From an optimization exercise on the open Yosys and OpenROAD flow, aimed at small area, a short achievable clock period and few clock cycles; shortcuts taken in it are not production practice. In this exercise RTL edits were held to simulation tests only and were not proved equivalent to the original. Power is estimated from default activity; no workload was simulated.

==> flow/design.v <==
module sha256(
    input clk,
    input reset_n,
    input cs,
    input we,
    input [7:0] address,
    input [31:0] write_data,
    output [31:0] read_data
);
localparam ADDR_CTRL   = 8'h08;
localparam ADDR_STATUS = 8'h09;
localparam [31:0] IV0 = 32'h6a09e667;
localparam [31:0] IV1 = 32'hbb67ae85;
localparam [31:0] IV2 = 32'h3c6ef372;
localparam [31:0] IV3 = 32'ha54ff53a;
localparam [31:0] IV4 = 32'h510e527f;
localparam [31:0] IV5 = 32'h9b05688c;
localparam [31:0] IV6 = 32'h1f83d9ab;
localparam [31:0] IV7 = 32'h5be0cd19;
function [31:0] kfun(input [5:0] i);
    case (i)
        6'd00: kfun = 32'h428a2f98;
        6'd01: kfun = 32'h71374491;
        6'd02: kfun = 32'hb5c0fbcf;
        6'd03: kfun = 32'he9b5dba5;
        6'd04: kfun = 32'h3956c25b;
        6'd05: kfun = 32'h59f111f1;
        6'd06: kfun = 32'h923f82a4;
        6'd07: kfun = 32'hab1c5ed5;
        6'd08: kfun = 32'hd807aa98;
        6'd09: kfun = 32'h12835b01;
        6'd10: kfun = 32'h243185be;
        6'd11: kfun = 32'h550c7dc3;
        6'd12: kfun = 32'h72be5d74;
        6'd13: kfun = 32'h80deb1fe;
        6'd14: kfun = 32'h9bdc06a7;
        6'd15: kfun = 32'hc19bf174;
        6'd16: kfun = 32'he49b69c1;
        6'd17: kfun = 32'hefbe4786;
        6'd18: kfun = 32'h0fc19dc6;
        6'd19: kfun = 32'h240ca1cc;
        6'd20: kfun = 32'h2de92c6f;
        6'd21: kfun = 32'h4a7484aa;
        6'd22: kfun = 32'h5cb0a9dc;
        6'd23: kfun = 32'h76f988da;
        6'd24: kfun = 32'h983e5152;
        6'd25: kfun = 32'ha831c66d;
        6'd26: kfun = 32'hb00327c8;
        6'd27: kfun = 32'hbf597fc7;
        6'd28: kfun = 32'hc6e00bf3;
        6'd29: kfun = 32'hd5a79147;
        6'd30: kfun = 32'h06ca6351;
        6'd31: kfun = 32'h14292967;
        6'd32: kfun = 32'h27b70a85;
        6'd33: kfun = 32'h2e1b2138;
        6'd34: kfun = 32'h4d2c6dfc;
        6'd35: kfun = 32'h53380d13;
        6'd36: kfun = 32'h650a7354;
        6'd37: kfun = 32'h766a0abb;
        6'd38: kfun = 32'h81c2c92e;
        6'd39: kfun = 32'h92722c85;
        6'd40: kfun = 32'ha2bfe8a1;
        6'd41: kfun = 32'ha81a664b;
        6'd42: kfun = 32'hc24b8b70;
        6'd43: kfun = 32'hc76c51a3;
        6'd44: kfun = 32'hd192e819;
        6'd45: kfun = 32'hd6990624;
        6'd46: kfun = 32'hf40e3585;
        6'd47: kfun = 32'h106aa070;
        6'd48: kfun = 32'h19a4c116;
        6'd49: kfun = 32'h1e376c08;
        6'd50: kfun = 32'h2748774c;
        6'd51: kfun = 32'h34b0bcb5;
        6'd52: kfun = 32'h391c0cb3;
        6'd53: kfun = 32'h4ed8aa4a;
        6'd54: kfun = 32'h5b9cca4f;
        6'd55: kfun = 32'h682e6ff3;
        6'd56: kfun = 32'h748f82ee;
        6'd57: kfun = 32'h78a5636f;
        6'd58: kfun = 32'h84c87814;
        6'd59: kfun = 32'h8cc70208;
        6'd60: kfun = 32'h90befffa;
        6'd61: kfun = 32'ha4506ceb;
        6'd62: kfun = 32'hbef9a3f7;
        default: kfun = 32'hc67178f2;
    endcase
endfunction
function [31:0] ch(input [31:0] x, input [31:0] y, input [31:0] z);
    ch = (x & y) ^ ((~x) & z);
endfunction
function [31:0] maj(input [31:0] x, input [31:0] y, input [31:0] z);
    maj = (x & y) | (x & z) | (y & z);
endfunction
function [31:0] sum0(input [31:0] x);
    sum0 = {x[1:0], x[31:2]} ^ {x[12:0], x[31:13]} ^ {x[21:0], x[31:22]};
endfunction
function [31:0] sum1(input [31:0] x);
    sum1 = {x[5:0], x[31:6]} ^ {x[10:0], x[31:11]} ^ {x[24:0], x[31:25]};
endfunction
function [31:0] sig0(input [31:0] x);
    sig0 = {x[6:0], x[31:7]} ^ {x[17:0], x[31:18]} ^ {3'h0, x[31:3]};
endfunction
function [31:0] sig1(input [31:0] x);
    sig1 = {x[16:0], x[31:17]} ^ {x[18:0], x[31:19]} ^ {10'h0, x[31:10]};
endfunction
function [31:0] addbk(input [31:0] x, input [31:0] y);
    reg [31:0] gg, pp;
    integer i, l;
    begin
        gg = x & y;
        pp = x ^ y;
        for (l = 1; l < 32; l = l * 2)
            for (i = 2 * l - 1; i < 32; i = i + 2 * l) begin
                gg[i] = gg[i] | (pp[i] & gg[i - l]);
                pp[i] = pp[i] & pp[i - l];
            end
        for (l = 8; l >= 1; l = l / 2)
            for (i = 3 * l - 1; i < 32; i = i + 2 * l) begin
                gg[i] = gg[i] | (pp[i] & gg[i - l]);
                pp[i] = pp[i] & pp[i - l];
            end
        addbk = x ^ y ^ {gg[30:0], 1'b0};
    end
endfunction
function [31:0] addsk(input [31:0] x, input [31:0] y);
    reg [31:0] gg, pp, g2, p2;
    integer i, l;
    begin
        gg = x & y;
        pp = x ^ y;
        for (l = 1; l < 32; l = l * 2) begin
            g2 = gg;
            p2 = pp;
            for (i = 0; i < 32; i = i + 1)
                if (i % (2 * l) >= l) begin
                    g2[i] = gg[i] | (pp[i] & gg[(i / (2 * l)) * (2 * l) + l - 1]);
                    p2[i] = pp[i] & pp[(i / (2 * l)) * (2 * l) + l - 1];
                end
            gg = g2;
            pp = p2;
        end
        addsk = x ^ y ^ {gg[30:0], 1'b0};
    end
endfunction
reg        busy;        
reg        fin;         
reg [5:0]  u;           
reg [31:0] w [0:15];    
reg [31:0] H [0:7];     
reg [31:0] a, b, c, d, e, f, g, h;
reg [31:0] pkw;         
reg [31:0] kr;          
reg        pre;         
wire wr       = cs && we;
wire ctrl_wr  = wr && (address == ADDR_CTRL) && !busy && !pre;
wire start    = ctrl_wr && (write_data[0] || write_data[1]);
wire init     = write_data[0];
wire go       = (start && !init) || pre;    
wire blk_wr   = wr && (address[7:4] == 4'h1);
wire last     = (u == 6'd0);
wire [31:0] hsel = H[address[2:0]];
assign read_data =
    (address == ADDR_STATUS)      ? {31'h0, !busy && !pre} :
    (address[7:3] == 5'b00100)    ? hsel :
    32'h0;
function [63:0] csa(input [31:0] x, input [31:0] y, input [31:0] z);
    csa = {((x & y) | (x & z) | (y & z)) << 1, x ^ y ^ z};
endfunction
wire [63:0] x1  = csa(pkw, sum1(e), ch(e, f, g));               
wire [63:0] xe  = csa(x1[31:0], x1[63:32], d);                  
wire [63:0] x2  = csa(sum0(a), maj(a, b, c), x1[31:0]);
wire [63:0] xa  = csa(x2[31:0], x2[63:32], x1[63:32]);          
wire [31:0] an  = addsk(xa[31:0], xa[63:32]);
wire [31:0] en  = addsk(xe[31:0], xe[63:32]);
wire [31:0] han = addbk(H[3], a);
wire [31:0] hen = addbk(H[7], e);
wire [63:0] m0  = csa(sig1(w[14]), w[9], sig0(w[1]));
wire [63:0] m1  = csa(m0[31:0], m0[63:32], w[0]);
wire [31:0] wn  = addsk(m1[31:0], m1[63:32]);
wire [63:0] q   = csa(busy ? g : H[7], busy ? w[1] : w[0], kr);
wire [31:0] pn  = addsk(q[31:0], q[63:32]);
wire [31:0] wdg = {32{!busy}} & write_data;
integer i;
always @(posedge clk) begin
    fin <= reset_n && busy && last;
    pre <= reset_n && start && init;
    if (!reset_n)
        busy <= 1'b0;
    else if (go)
        busy <= 1'b1;
    else if (last)
        busy <= 1'b0;
    if (!reset_n)
        u <= 6'd0;
    else if (go)
        u <= 6'd1;
    else if (busy && !last)
        u <= u + 6'd1;
    pkw <= pn;
    kr  <= (go || (busy && !last)) ? kfun(u + 6'd1) : kfun(6'd0);
    for (i = 0; i < 15; i = i + 1)
        if (busy || (blk_wr && address[3:0] == i))
            w[i] <= ({32{busy}} & w[i + 1]) | wdg;
    if (busy || (blk_wr && address[3:0] == 4'd15))
        w[15] <= ({32{busy}} & wn) | wdg;
    if (busy) begin
        a <= an; b <= a; c <= b; d <= c;
        e <= en; f <= e; g <= f; h <= g;
    end else begin
        a <= H[0]; b <= H[1]; c <= H[2]; d <= H[3];
        e <= H[4]; f <= H[5]; g <= H[6]; h <= H[7];
    end
    if (start && init) begin
        H[0] <= IV0; H[1] <= IV1; H[2] <= IV2; H[3] <= IV3;
        H[4] <= IV4; H[5] <= IV5; H[6] <= IV6; H[7] <= IV7;
    end else if ((busy && (u[5:0] > 6'd61 || last)) || fin) begin
        H[0] <= han; H[1] <= H[0]; H[2] <= H[1]; H[3] <= H[2];
        H[4] <= hen; H[5] <= H[4]; H[6] <= H[5]; H[7] <= H[6];
    end
end
endmodule
==> flow/config.mk <==
export PLATFORM = sky130hd
export DESIGN_NAME = sha256
export DESIGN_NICKNAME = sha256
export VERILOG_FILES = /design/flow/design.v
export SDC_FILE = /design/flow/constraint.sdc
export NUM_CORES = 4
export LEC_CHECK = 0
export CAP_MARGIN = 20
export CORE_MARGIN = 2
export CORE_UTILIZATION = 60
export CTS_CLUSTER_DIAMETER = 100
export CTS_CLUSTER_SIZE = 24
export PLACE_DENSITY = 0.7
export SETUP_SLACK_MARGIN = 4.8
export SLEW_MARGIN = 20
export TNS_END_PERCENT = 100
==> flow/constraint.sdc <==
create_clock -name core_clock -period 10.0 [get_ports {clk}]
set_input_delay 2.0000 -clock core_clock [delete_from_list [all_inputs] [get_ports {clk}]]
set_output_delay 2.0000 -clock core_clock [all_outputs]
set_load 0.01 [all_outputs]
run.sh (not shown) runs the stock make flow with config.mk's settings and CLKGATE_MAP_FILE= SYNTH_SCRIPT=/design/flow/synth_recipe.tcl, a recipe that flattens the netlist after the stock synthesis.
Testbench counts at the start, summed over its fixed seeds: cycles 81,192.
Then changed:
--- a/flow/config.mk
+++ b/flow/config.mk
@@ -12 +12 @@
-export CTS_CLUSTER_SIZE = 24
+export CTS_CLUSTER_SIZE = 20
=> Setup slack gets better by 0.075 ns; wire length is about the same; clock-buffer cell count increases by 15; area after synthesis does not change; hold slack is about the same; utilization rises by 0.35 points; combinational power falls by a few percent; final cell count increases slightly; global-route usage hardly moves; via count rose slightly.
Then changed:
--- a/flow/config.mk
+++ b/flow/config.mk
@@ -10 +10 @@
-export CORE_UTILIZATION = 60
+export CORE_UTILIZATION = 70
@@ -13 +13 @@
-export PLACE_DENSITY = 0.7
+export PLACE_DENSITY = 0.8
What happened: The changed run finished with timing, DRC and antenna clean; register-to-register slack is worse by 0.13 ns; sequential power stays flat; sequential share of layout area increases by 0.24 points; total power increases by 1.2%; design area decreases by 0.51%; clock-buffer cell count decreases by 2; routed wire length increases by 0.37%; first-iteration DRC count increases by 12%; maximum frequency decreases by 2.6%.
Then changed:
--- a/flow/config.mk
+++ b/flow/config.mk
@@ -10 +10 @@
-export CORE_UTILIZATION = 70
+export CORE_UTILIZATION = 40
@@ -13 +12,0 @@
-export PLACE_DENSITY = 0.8
Total power falls by 2.0%; sequential share of layout area falls by 0.70 points; clock skew rises by 0.063 ns; setup slack improved by 0.083 ns; non-clock buffer count falls by 17; via count falls by 4.4%; worst hold slack got worse by 0.028 ns; synthesized area stays the same; cell count rises by 12%.
Then changed:
--- a/flow/config.mk
+++ b/flow/config.mk
@@ -10 +10 @@
-export CORE_UTILIZATION = 40
+export CORE_UTILIZATION = 60
@@ -13 +13,2 @@
-export SETUP_SLACK_MARGIN = 4.8
+export PLACE_DENSITY = 0.7
+export SETUP_SLACK_MARGIN = 5
After rerunning: Setup slack loses 0.11 ns. Sequential power barely changes. Total power rises by 3.8%. Via count rises by 2.3%. Routed wire length rises by 1.0%. Die area falls by 33%. Combinational power rises by 7.3%. Global-route usage rises by 13 points. Cell count falls by 7.8%. Sequential share of layout area rises by 0.23 points.
Then changed:
--- a/flow/config.mk
+++ b/flow/config.mk
@@ -10 +10 @@
-export CORE_UTILIZATION = 60
+export CORE_UTILIZATION = 40
@@ -12,3 +12,2 @@
-export CTS_CLUSTER_SIZE = 20
-export PLACE_DENSITY = 0.7
-export SETUP_SLACK_MARGIN = 5
+export CTS_CLUSTER_SIZE = 24
+export SETUP_SLACK_MARGIN = 4.6
=>
- The new run finished clean
- die area increases by 49%
- final area fell by 0.65%
- clock skew went up by 0.077 ns
- routed wire length drops by 1.1%

-- separate check: timing with driven ports --
The results above use ideal ports. As a check the final layouts listed here were re-extracted and re-timed, cells and wires unchanged.
Step 1 assumes that a clkbuf_16 drives the clock port and a buf_2 every other input.
Step 2 also shifts input and output timing later by t, the mid clock arrival at the registers, as if the neighbouring blocks saw the same clock.
Slacks: ideal / step 1 / step 2; pairs: ideal / step 1.
run	shift t [ns]	setup WS [ns]	latest minus earliest clock arrival (ns)
the first run	0.762	4.574 / 4.268 / 4.268	0.042 / 0.043
the second run	0.782	4.649 / 4.228 / 4.228	0.038 / 0.037
the third run	0.758	4.504 / 4.174 / 4.174	0.028 / 0.028
the fourth run	0.786	4.587 / 4.306 / 4.306	0.095 / 0.096
the fifth run	0.798	4.473 / 4.202 / 4.202	0.025 / 0.025
the sixth run	0.763	4.507 / 4.191 / 4.191	0.101 / 0.101
After both steps every run listed still meets setup and hold. The setup slack of the second run, which loses most, moves by -0.421 ns with the drivers and by -0.421 ns with both steps.
